Context: an optimization exercise on an open-source flow, tuned for small area, a short achievable clock period and few clock cycles. The choices shown serve that exercise and are no tape-out recipe. Where RTL was checked, it was by simulation tests only, not by an equivalence proof against the original.

== trial 8 ==
// FPU_FSM
module FPU_FSM (
  input wire clk,
  input wire reset,
  input wire start,
  input wire       sign_bit_a,
  input wire [7:0] int_part_a,
  input wire [7:0] frac_part_a,
  input wire       sign_bit_b,
  input wire [7:0] int_part_b,
  input wire [7:0] frac_part_b,
  input wire [1:0] S,  
  output wire [31:0] result,
  output wire       sign_bit_result,
  output wire [7:0] int_part_result,
  output wire [7:0] frac_part_result,
  output reg done
);
Size: ~3,000 cells after synthesis, ~89 I/O pins, ~17,000 um2 of cells after synthesis.
export LEC_CHECK = 0
export ABC_AREA = 1
export CAP_MARGIN = 20
export CORE_MARGIN = 2
export CORE_UTILIZATION = 50
export PLACE_DENSITY = 0.65
export SLEW_MARGIN = 20
create_clock -name core_clock -period 22.0 [get_ports {clk}]
standard.sh (not shown) runs the stock make flow with config.mk's settings and CLKGATE_MAP_FILE= SYNTH_SCRIPT=/design/flow/synth_recipe.tcl, a recipe that flattens the netlist after the stock synthesis.
==> flow/flow/run.sh <==
#!/bin/bash
set -euo pipefail
cd "$(dirname "$0")/.."
bash standard.sh SETUP_SLACK_MARGIN=13 "BUFFER_PORTS_ARGS=-buffer_cell sky130_fd_sc_hd__buf_2" finish > standard_flow.log 2>&1
Testbench counts of trial 8, summed over its fixed seeds: cycles 35,965.
## Diff of input files: build 31 against trial 8
-- flow/design.v --
<<< trial 8, line 107
  wire [K-1:0] q;      
  wire [KM-1:0] mo;    
  assign xs[0] = X;
  genvar g;
  generate
>>> build 31, line 107
  wire [K-1:0] q;      
  wire [KM-1:0] mo;    
  reg q0r;
  wire dfirst = dm & (cnt == 3'd0);
  assign xs[0] = (dfirst & ~q0r) ? {X[15:0], 1'b0} : X;
  genvar g;
  generate
<<< trial 8, line 206
        end
      end else begin
        rn = {sac ^ sbc, (q0 ? ex : ex1) ^ 8'h80, 23'd0};
      end
    end
>>> build 31, line 208
        end
      end else begin
        rn = {sac ^ sbc, ex ^ 8'h80, 23'd0};
      end
    end
<<< trial 8, line 214
    end
    if (b_div) begin
      for (j = 0; j < 23; j = j + 1)
        if (cnt == (23 - j) / K) rn[j] = qv[(23 - j) % K];
>>> build 31, line 216
    end
    if (b_div) begin
      if (dfirst & ~q0r) rn[30:23] = res[30:23] - 8'd1;
      for (j = 0; j < 23; j = j + 1)
        if (cnt == (23 - j) / K) rn[j] = qv[(23 - j) % K];
<<< trial 8, line 228
      V <= Bn;
      bp <= 1'b0;
      bud <= q0 ? 6'd23 : 6'd22;
      if (S[0]) begin
        X <= q0 ? {1'b0, An} : {An, 1'b0};
        cnt <= 3'd0;
      end else begin
>>> build 31, line 231
      V <= Bn;
      bp <= 1'b0;
      bud <= {5'b01011, q0};    
      q0r <= q0;
      if (S[0]) begin
        X <= {1'b0, An};
        cnt <= 3'd0;
      end else begin
Findings:
Of the two values seen for master of the slowest instance on the critical path, sky130_fd_sc_hd__or2_4 was produced by trial 8 and sky130_fd_sc_hd__nor3_4 by build 31.
Trial 8 → build 31: total number of clock tree sinks +1.2%, share of the clock period used by the worst path after layout saw a decrease, achievable frequency picked up an extra 0.75 MHz.
Trial 8 was smaller in final cell area than build 31.
Between build 31 and trial 8, the mean area per synthesized cell does not differ in any meaningful way.
Compared with trial 8, build 31 shows overall via count from detail_route higher by 0.82%.
Comparing layout inverter count without the clock tree for build 31 and trial 8, the smaller number came from trial 8.
Delta (build 31 minus trial 8): via count of the first global-routing pass now sits at about the same level, layout sequential cell count now sits higher.
No functional check of the RTL was part of build 31.


## run A
The RTL this note starts from:
==> flow/design.v <==
module FPU_FSM (
  input wire clk,
  input wire reset,
  input wire start,
  input wire       sign_bit_a,
  input wire [7:0] int_part_a,
  input wire [7:0] frac_part_a,
  input wire       sign_bit_b,
  input wire [7:0] int_part_b,
  input wire [7:0] frac_part_b,
  input wire [1:0] S,  
  output reg [31:0] result,
  output wire       sign_bit_result,
  output wire [7:0] int_part_result,
  output wire [7:0] frac_part_result,
  output reg done
);
  localparam NS = 3;                   
  localparam K = 2 * NS;               
  localparam NMC = (16 + K - 1) / K;   
  localparam MW = NMC * K;             
  localparam ML = 23 - MW;             
  wire [15:0] A = {int_part_a, frac_part_a};
  wire [15:0] B = {int_part_b, frac_part_b};
  wire nzA = |A;
  wire nzB = |B;
  wire sac = sign_bit_a & nzA;
  wire sbc = sign_bit_b & nzB;
  wire eff_sub = sac ^ sbc ^ S[0];
  wire [16:0] s_ab = {1'b0, A} + {1'b0, B};
  wire [16:0] d_ab = {1'b0, A} - {1'b0, B};
  wire [15:0] d_ba = B - A;
  wire a_lt_b = d_ab[16];
  wire [16:0] M = !eff_sub ? s_ab : (a_lt_b ? {1'b0, d_ba} : d_ab);
  wire add_sign = (eff_sub & a_lt_b) ? (sbc ^ S[0]) : sac;
  wire [16:0] nin = S[1] ? {A, 1'b0} : M;
  reg [16:0] nt;
  reg [4:0] nz;
  always @(*) begin
    nt = nin;
    nz[4] = (nt[16:1] == 16'd0); if (nz[4]) nt = {nt[0], 16'd0};
    nz[3] = (nt[16:9] == 8'd0);  if (nz[3]) nt = {nt[8:0], 8'd0};
    nz[2] = (nt[16:13] == 4'd0); if (nz[2]) nt = {nt[12:0], 4'd0};
    nz[1] = (nt[16:15] == 2'd0); if (nz[1]) nt = {nt[14:0], 2'd0};
    nz[0] = ~nt[16];             if (nz[0]) nt = {nt[15:0], 1'b0};
  end
  reg [15:0] bt;
  reg [3:0] bz;
  always @(*) begin
    bt = B;
    bz[3] = (bt[15:8] == 8'd0);  if (bz[3]) bt = {bt[7:0], 8'd0};
    bz[2] = (bt[15:12] == 4'd0); if (bz[2]) bt = {bt[11:0], 4'd0};
    bz[1] = (bt[15:14] == 2'd0); if (bz[1]) bt = {bt[13:0], 2'd0};
    bz[0] = ~bt[15];             if (bz[0]) bt = {bt[14:0], 1'b0};
  end
  wire [15:0] An = nzA ? nt[16:1] : 16'h8000;
  wire [15:0] Bn = nzB ? bt : 16'h8000;
  wire [7:0] ea = nzA ? (8'd134 - {4'd0, nz[3:0]}) : 8'd0;
  wire [7:0] eb = nzB ? (8'd134 - {4'd0, bz}) : 8'd0;
  reg [7:0] add_e;
  always @(*) begin
    case (nz)
      5'd0: add_e = 8'd135;  5'd1: add_e = 8'd134;  5'd2: add_e = 8'd133;
      5'd3: add_e = 8'd132;  5'd4: add_e = 8'd131;  5'd5: add_e = 8'd130;
      5'd6: add_e = 8'd129;  5'd7: add_e = 8'd128;  5'd8: add_e = 8'd127;
      5'd9: add_e = 8'd126;  5'd10: add_e = 8'd125; 5'd11: add_e = 8'd124;
      5'd12: add_e = 8'd123; 5'd13: add_e = 8'd122; 5'd14: add_e = 8'd121;
      5'd15: add_e = 8'd120; default: add_e = 8'd119;
    endcase
  end
  wire [31:0] add_res = (M == 17'd0) ? {add_sign, 31'd0}
                      : {add_sign, add_e, nt[15:0], 7'd0};
  wire mswap = (nz[3:0] > bz);
  wire [15:0] Mn = mswap ? An : Bn;
  wire [4:0] blen = 5'd16 - {1'b0, mswap ? nz[3:0] : bz};
  reg [2:0] mcyc;
  integer c;
  always @(*) begin
    mcyc = NMC;
    for (c = NMC - 1; c >= 1; c = c - 1)
      if (blen <= c * K) mcyc = c;
  end
  wire [MW-1:0] mq0 = {Mn, {(MW-16){1'b0}}} >> (MW - K * mcyc);
  wire [17:0] v3_in = {2'b0, (S[0] | mswap) ? Bn : An};
  wire q0 = (An >= Bn);
  wire [7:0] de = ea - eb + 8'd127;
  wire [7:0] de1 = ea - eb + 8'd126;
  wire [17:0] V3_next = v3_in + {v3_in[16:0], 1'b0};
  reg b_mul, b_pack, b_div;
  reg [2:0] cnt;
  reg [16:0] X;        
  reg [15:0] V;        
  reg [17:0] V3;       
  reg [5:0] bud;       
  wire idle = ~(b_mul | b_pack | b_div);
  wire [MW-1:0] MQ = result[22:ML];    
  wire [16:0] xs [0:NS];
  wire [K-1:0] q;      
  wire [K-1:0] mo;     
  assign xs[0] = X;
  genvar g;
  generate
    for (g = 0; g < NS; g = g + 1) begin : stg
      wire [1:0] bb = MQ[2*g+1:2*g];
      wire [17:0] sel = (bb == 2'd0) ? 18'd0 : (bb == 2'd1) ? {2'b0, V}
                      : (bb == 2'd2) ? {1'b0, V, 1'b0} : V3;
      wire [17:0] op2 = b_div ? ~{2'b0, V} : sel;
      wire [18:0] a1 = {2'b0, xs[g]} + {1'b0, op2} + {18'd0, b_div};
      wire [18:0] a2 = {1'b0, xs[g], 1'b0} - {3'b0, V};
      wire [18:0] a3 = {1'b0, xs[g], 1'b0} - {1'b0, V3};
      wire q1 = a1[18];
      wire q2 = q1 ? ~a3[18] : ~a2[18];
      wire [15:0] r2 = q1 ? (q2 ? a3[15:0] : {a1[14:0], 1'b0})
                          : (q2 ? a2[15:0] : {xs[g][14:0], 1'b0});
      assign xs[g+1] = b_div ? {r2, 1'b0} : {1'b0, a1[17:2]};
      assign q[2*g] = q1;
      assign q[2*g+1] = q2;
      assign mo[2*g+1:2*g] = a1[1:0];
    end
  endgenerate
  wire [2*K:0] ge;
  genvar n;
  generate
    for (n = 0; n <= 2 * K; n = n + 1) begin : gen_ge
      assign ge[n] = ($signed(bud) >= n);
    end
  endgenerate
  reg [K-1:0] qv;
  reg [3:0] pc;
  integer t;
  always @(*) begin
    pc = 4'd0;
    for (t = 0; t < K; t = t + 1) begin
      qv[t] = q[t] & ge[t + pc];
      pc = pc + {3'd0, q[t]};
    end
  end
  wire div_end = ~ge[K + pc];
  wire [5:0] bud_next = bud - K[5:0] - {2'd0, pc};
  wire [MW-1:0] MQn = {mo, MQ[MW-1:K]};
  wire [16+MW-1:0] P = {xs[NS][15:0], MQn};
  localparam PT = 16 + MW - 1;
  wire pcar = P[PT];
  wire [22:0] pm = pcar ? P[PT-1:PT-23] : P[PT-2:PT-24];
  wire pg = pcar ? P[PT-24] : P[PT-25];
  wire pr = pcar ? P[PT-25] : P[PT-26];
  wire ps = pcar ? (|P[PT-26:0]) : (|P[PT-27:0]);
  wire rnd = pg & (pr | ps | pm[0]);
  wire ones = &pm;
  wire [22:0] pm_r = !rnd ? pm : (ones ? 23'h400000 : pm + 23'd1);
  wire [7:0] pe = result[30:23] + {7'd0, pcar} + {7'd0, rnd & ones};
  always @(posedge clk or posedge reset) begin
    if (reset) begin
      b_mul <= 1'b0;
      b_pack <= 1'b0;
      b_div <= 1'b0;
      done <= 1'b0;
    end else begin
      done <= 1'b0;
      if (idle) begin
        if (start) begin
          if (!S[1] || (!S[0] && !(nzA && nzB))) done <= 1'b1;
          else if (!S[0]) b_mul <= 1'b1;
          else b_div <= 1'b1;
        end
      end
      if (b_mul && cnt == NMC - 1) begin
        b_mul <= 1'b0;
        done <= 1'b1;
      end
      if (b_pack) begin
        b_pack <= 1'b0;
        done <= 1'b1;
      end
      if (b_div && div_end) begin
        b_div <= 1'b0;
        done <= 1'b1;
      end
    end
  end
  integer j;
  always @(posedge clk) begin
    cnt <= cnt + 3'd1;
    X <= xs[NS];
    bud <= bud_next;
    if (idle) begin
      V <= v3_in[15:0];
      V3 <= V3_next;
      bud <= q0 ? 6'd23 : 6'd22;
      if (S[0]) begin
        X <= q0 ? {1'b0, An} : {An, 1'b0};
        cnt <= 3'd0;
      end else begin
        X <= 17'd0;
        cnt <= NMC - mcyc;
      end
    end
    if (idle && start) begin
      if (!S[1]) begin
        result <= add_res;
      end else if (!S[0]) begin
        result <= {sac ^ sbc, 31'd0};
        if (nzA && nzB) begin
          result[30:23] <= ea + eb - 8'd127;
          result[22:ML] <= mq0;
        end
      end else begin
        result <= {sac ^ sbc, q0 ? de : de1, 23'd0};
      end
    end
    if (b_mul) begin
      if (cnt == NMC - 1) result[30:0] <= {pe, pm_r};
      else result[22:ML] <= MQn;
    end
    if (b_div) begin
      for (j = 0; j < 23; j = j + 1)
        if (cnt == (23 - j) / K) result[j] <= qv[(23 - j) % K];
    end
  end
  wire [7:0] re = result[30:23];
  wire [24:0] W = {1'b1, result[22:0], 1'b0};
  wire [7:0] u = 8'd143 - re;
  wire [24:0] Ws = W >> u[4:0];
  wire inr = (re >= 8'd119) && (re <= 8'd143);
  assign {int_part_result, frac_part_result} = inr ? Ws[15:0] : 16'd0;
  assign sign_bit_result = result[31];
endmodule
Settings: LEC_CHECK=0, ABC_AREA=1, CAP_MARGIN=20, CORE_MARGIN=2, CORE_UTILIZATION=65, PLACE_DENSITY=0.75, SLEW_MARGIN=20; clock period 22.0 ns.
run.sh (not shown) runs the stock make flow with config.mk's settings and CLKGATE_MAP_FILE= SYNTH_SCRIPT=/design/flow/synth_recipe.tcl, a recipe that flattens the netlist after the stock synthesis.
Stock flow here: none of the scripts above is used.
Setup changes, run A to run B
--- a/flow/design.v
+++ b/flow/design.v
@@ -14,9 +14,9 @@
   output wire [7:0] int_part_result,
   output wire [7:0] frac_part_result,
   output reg done
 );
-  localparam NS = 3;                   
+  localparam NS = 2;                   
   localparam K = 2 * NS;               
   localparam NMC = (16 + K - 1) / K;   
   localparam MW = NMC * K;             
   localparam ML = 23 - MW;             
@@ -121,9 +121,9 @@
   wire [2*K:0] ge;
   genvar n;
   generate
     for (n = 0; n <= 2 * K; n = n + 1) begin : gen_ge
-      assign ge[n] = ($signed(bud) >= n);
+      assign ge[n] = ~bud[5] && (bud[4:0] >= n);
     end
   endgenerate
   reg [K-1:0] qv;
   reg [3:0] pc;
[summary]
Between run A and run B, total wire length after detailed routing is higher for run A, run B comes in under that. On final clock period utilization by the worst path: between run A and run B, it ends up higher for run B. Of run A and run B, the run reporting the higher adder-cell area share of the yosys netlist was run A. In the flow results for run A and run B, the multi-input combinational area share is larger on run A. Run B ends up with a worst path setup slack after routing that is 0.24 ns lower than in run A. On synthesized cell count, the lower figure sits with run B, not run A. The lower count of clock buffers in the final design came out of run B. Run B: final area 4200 sq um below run A. Relative to run A, hold slack has gone up in run B. In the reports for run A and run B, the larger area overhead of the layout relative to synthesis belongs to run B.
Testbench counts of run B, summed over its fixed seeds: cycles 32,564.
For run A, only the layout was checked, not whether the RTL still works.


Another version of the RTL of FPU_FSM (not shown whole).
Size: roughly 3,300 cells after synthesis, roughly 89 I/O pins, roughly 18,000 sq um of cells after synthesis.
export LEC_CHECK = 0
export ABC_AREA = 1
export CAP_MARGIN = 20
export CORE_MARGIN = 2
export CORE_UTILIZATION = 50
export PLACE_DENSITY = 0.65
export SLEW_MARGIN = 20
create_clock -name core_clock -period 22.0 [get_ports {clk}]
standard.sh (not shown) runs the stock make flow with config.mk's settings and CLKGATE_MAP_FILE= SYNTH_SCRIPT=/design/flow/synth_recipe.tcl, a recipe that flattens the netlist after the stock synthesis.
Scripts as last shown in full above: flow/flow/run.sh
Rerun with:
--- a/flow/design.v
+++ b/flow/design.v
@@ -24,33 +24,33 @@
   wire nzA = |A;
   wire nzB = |B;
   wire sac = sign_bit_a & nzA;
   wire sbc = sign_bit_b & nzB;
   wire eff_sub = sac ^ sbc ^ S[0];
   wire [16:0] s_ab = {1'b0, A} + {1'b0, B};
   wire [16:0] d_ab = {1'b0, A} - {1'b0, B};
   wire [15:0] d_ba = B - A;
   wire a_lt_b = d_ab[16];
   wire [16:0] M = !eff_sub ? s_ab : (a_lt_b ? {1'b0, d_ba} : d_ab);
   wire add_sign = (eff_sub & a_lt_b) ? (sbc ^ S[0]) : sac;
-  reg [15:0] mt;
-  reg [3:0] mz;
-  always @(*) begin
-    mt = M[15:0];
-    mz[3] = (mt[15:8] == 8'd0);  if (mz[3]) mt = {mt[7:0], 8'd0};
-    mz[2] = (mt[15:12] == 4'd0); if (mz[2]) mt = {mt[11:0], 4'd0};
-    mz[1] = (mt[15:14] == 2'd0); if (mz[1]) mt = {mt[13:0], 2'd0};
-    mz[0] = ~mt[15];             if (mz[0]) mt = {mt[14:0], 1'b0};
-  end
-  wire [16:0] nt = M[16] ? M : {mt, 1'b0};
-  wire [4:0] nz = M[16] ? 5'd0 : {1'b0, mz} + 5'd1;
+  wire [16:0] nin = M;
+  reg [16:0] nt;
+  reg [4:0] nz;
+  always @(*) begin
+    nt = nin;
+    nz[4] = (nt[16:1] == 16'd0); if (nz[4]) nt = {nt[0], 16'd0};
+    nz[3] = (nt[16:9] == 8'd0);  if (nz[3]) nt = {nt[8:0], 8'd0};
+    nz[2] = (nt[16:13] == 4'd0); if (nz[2]) nt = {nt[12:0], 4'd0};
+    nz[1] = (nt[16:15] == 2'd0); if (nz[1]) nt = {nt[14:0], 2'd0};
+    nz[0] = ~nt[16];             if (nz[0]) nt = {nt[15:0], 1'b0};
+  end
   reg [15:0] at;
   reg [3:0] az;
   always @(*) begin
     at = A;
     az[3] = (at[15:8] == 8'd0);  if (az[3]) at = {at[7:0], 8'd0};
     az[2] = (at[15:12] == 4'd0); if (az[2]) at = {at[11:0], 4'd0};
     az[1] = (at[15:14] == 2'd0); if (az[1]) at = {at[13:0], 2'd0};
     az[0] = ~at[15];             if (az[0]) at = {at[14:0], 1'b0};
   end
   reg [15:0] bt;
   reg [3:0] bz;
Routed wire length fell by 4.3%.
Worst hold slack degrades by 9.1 ps.
Global-route usage fell by 0.66 points.
Utilization is about the same.
Die area fell by 2.0%.
Setup slack improves by 11 ps.
Via count fell by 4.1%.
Testbench counts after the change, summed over its fixed seeds: cycles 41,078.
Only the layout flow was run in the first run of this note; the RTL was not checked for function there.

[what the ideal ports hide]
The results above use ideal ports. As a check the final layouts listed here were re-extracted and re-timed, cells and wires unchanged. Step 1 (the two cells are an assumption about what drives the block):
set clk [get_ports {clk}]
set_driving_cell -lib_cell sky130_fd_sc_hd__clkbuf_16 $clk
set_driving_cell -lib_cell sky130_fd_sc_hd__buf_2 [delete_from_list [all_inputs] $clk]
Step 2 adds t to the input delays and takes it off the output delays; t is the mean of the earliest and latest rising clock arrival at the registers after step 1. Input paths then give back, and output paths get back, about the clock's delay inside the block. a / b / c = ideal ports / drivers / drivers and shift; a / b = the first two.
run | shift t [ns] | setup WS [ns] | worst register clock-pin slew, ns
trial 8 | 0.394 | 13.173 / 13.200 / 12.806 | 0.08 / 0.08
build 31 | 0.405 | 13.231 / 13.252 / 12.847 | 0.08 / 0.08
run A | 0.407 | 8.355 / 8.355 / 8.046 | 0.07 / 0.07
run B | 0.415 | 8.116 / 8.132 / 7.717 | 0.09 / 0.09
the first run of note 3 | 0.397 | 13.306 / 13.325 / 12.929 | 0.08 / 0.08
the second run of note 3 | 0.402 | 13.316 / 13.341 / 12.938 | 0.07 / 0.07
After both steps every run listed still meets setup and hold. For run B, which loses most, drivers alone change the setup slack by +0.016 ns; drivers and shift together by -0.399 ns.
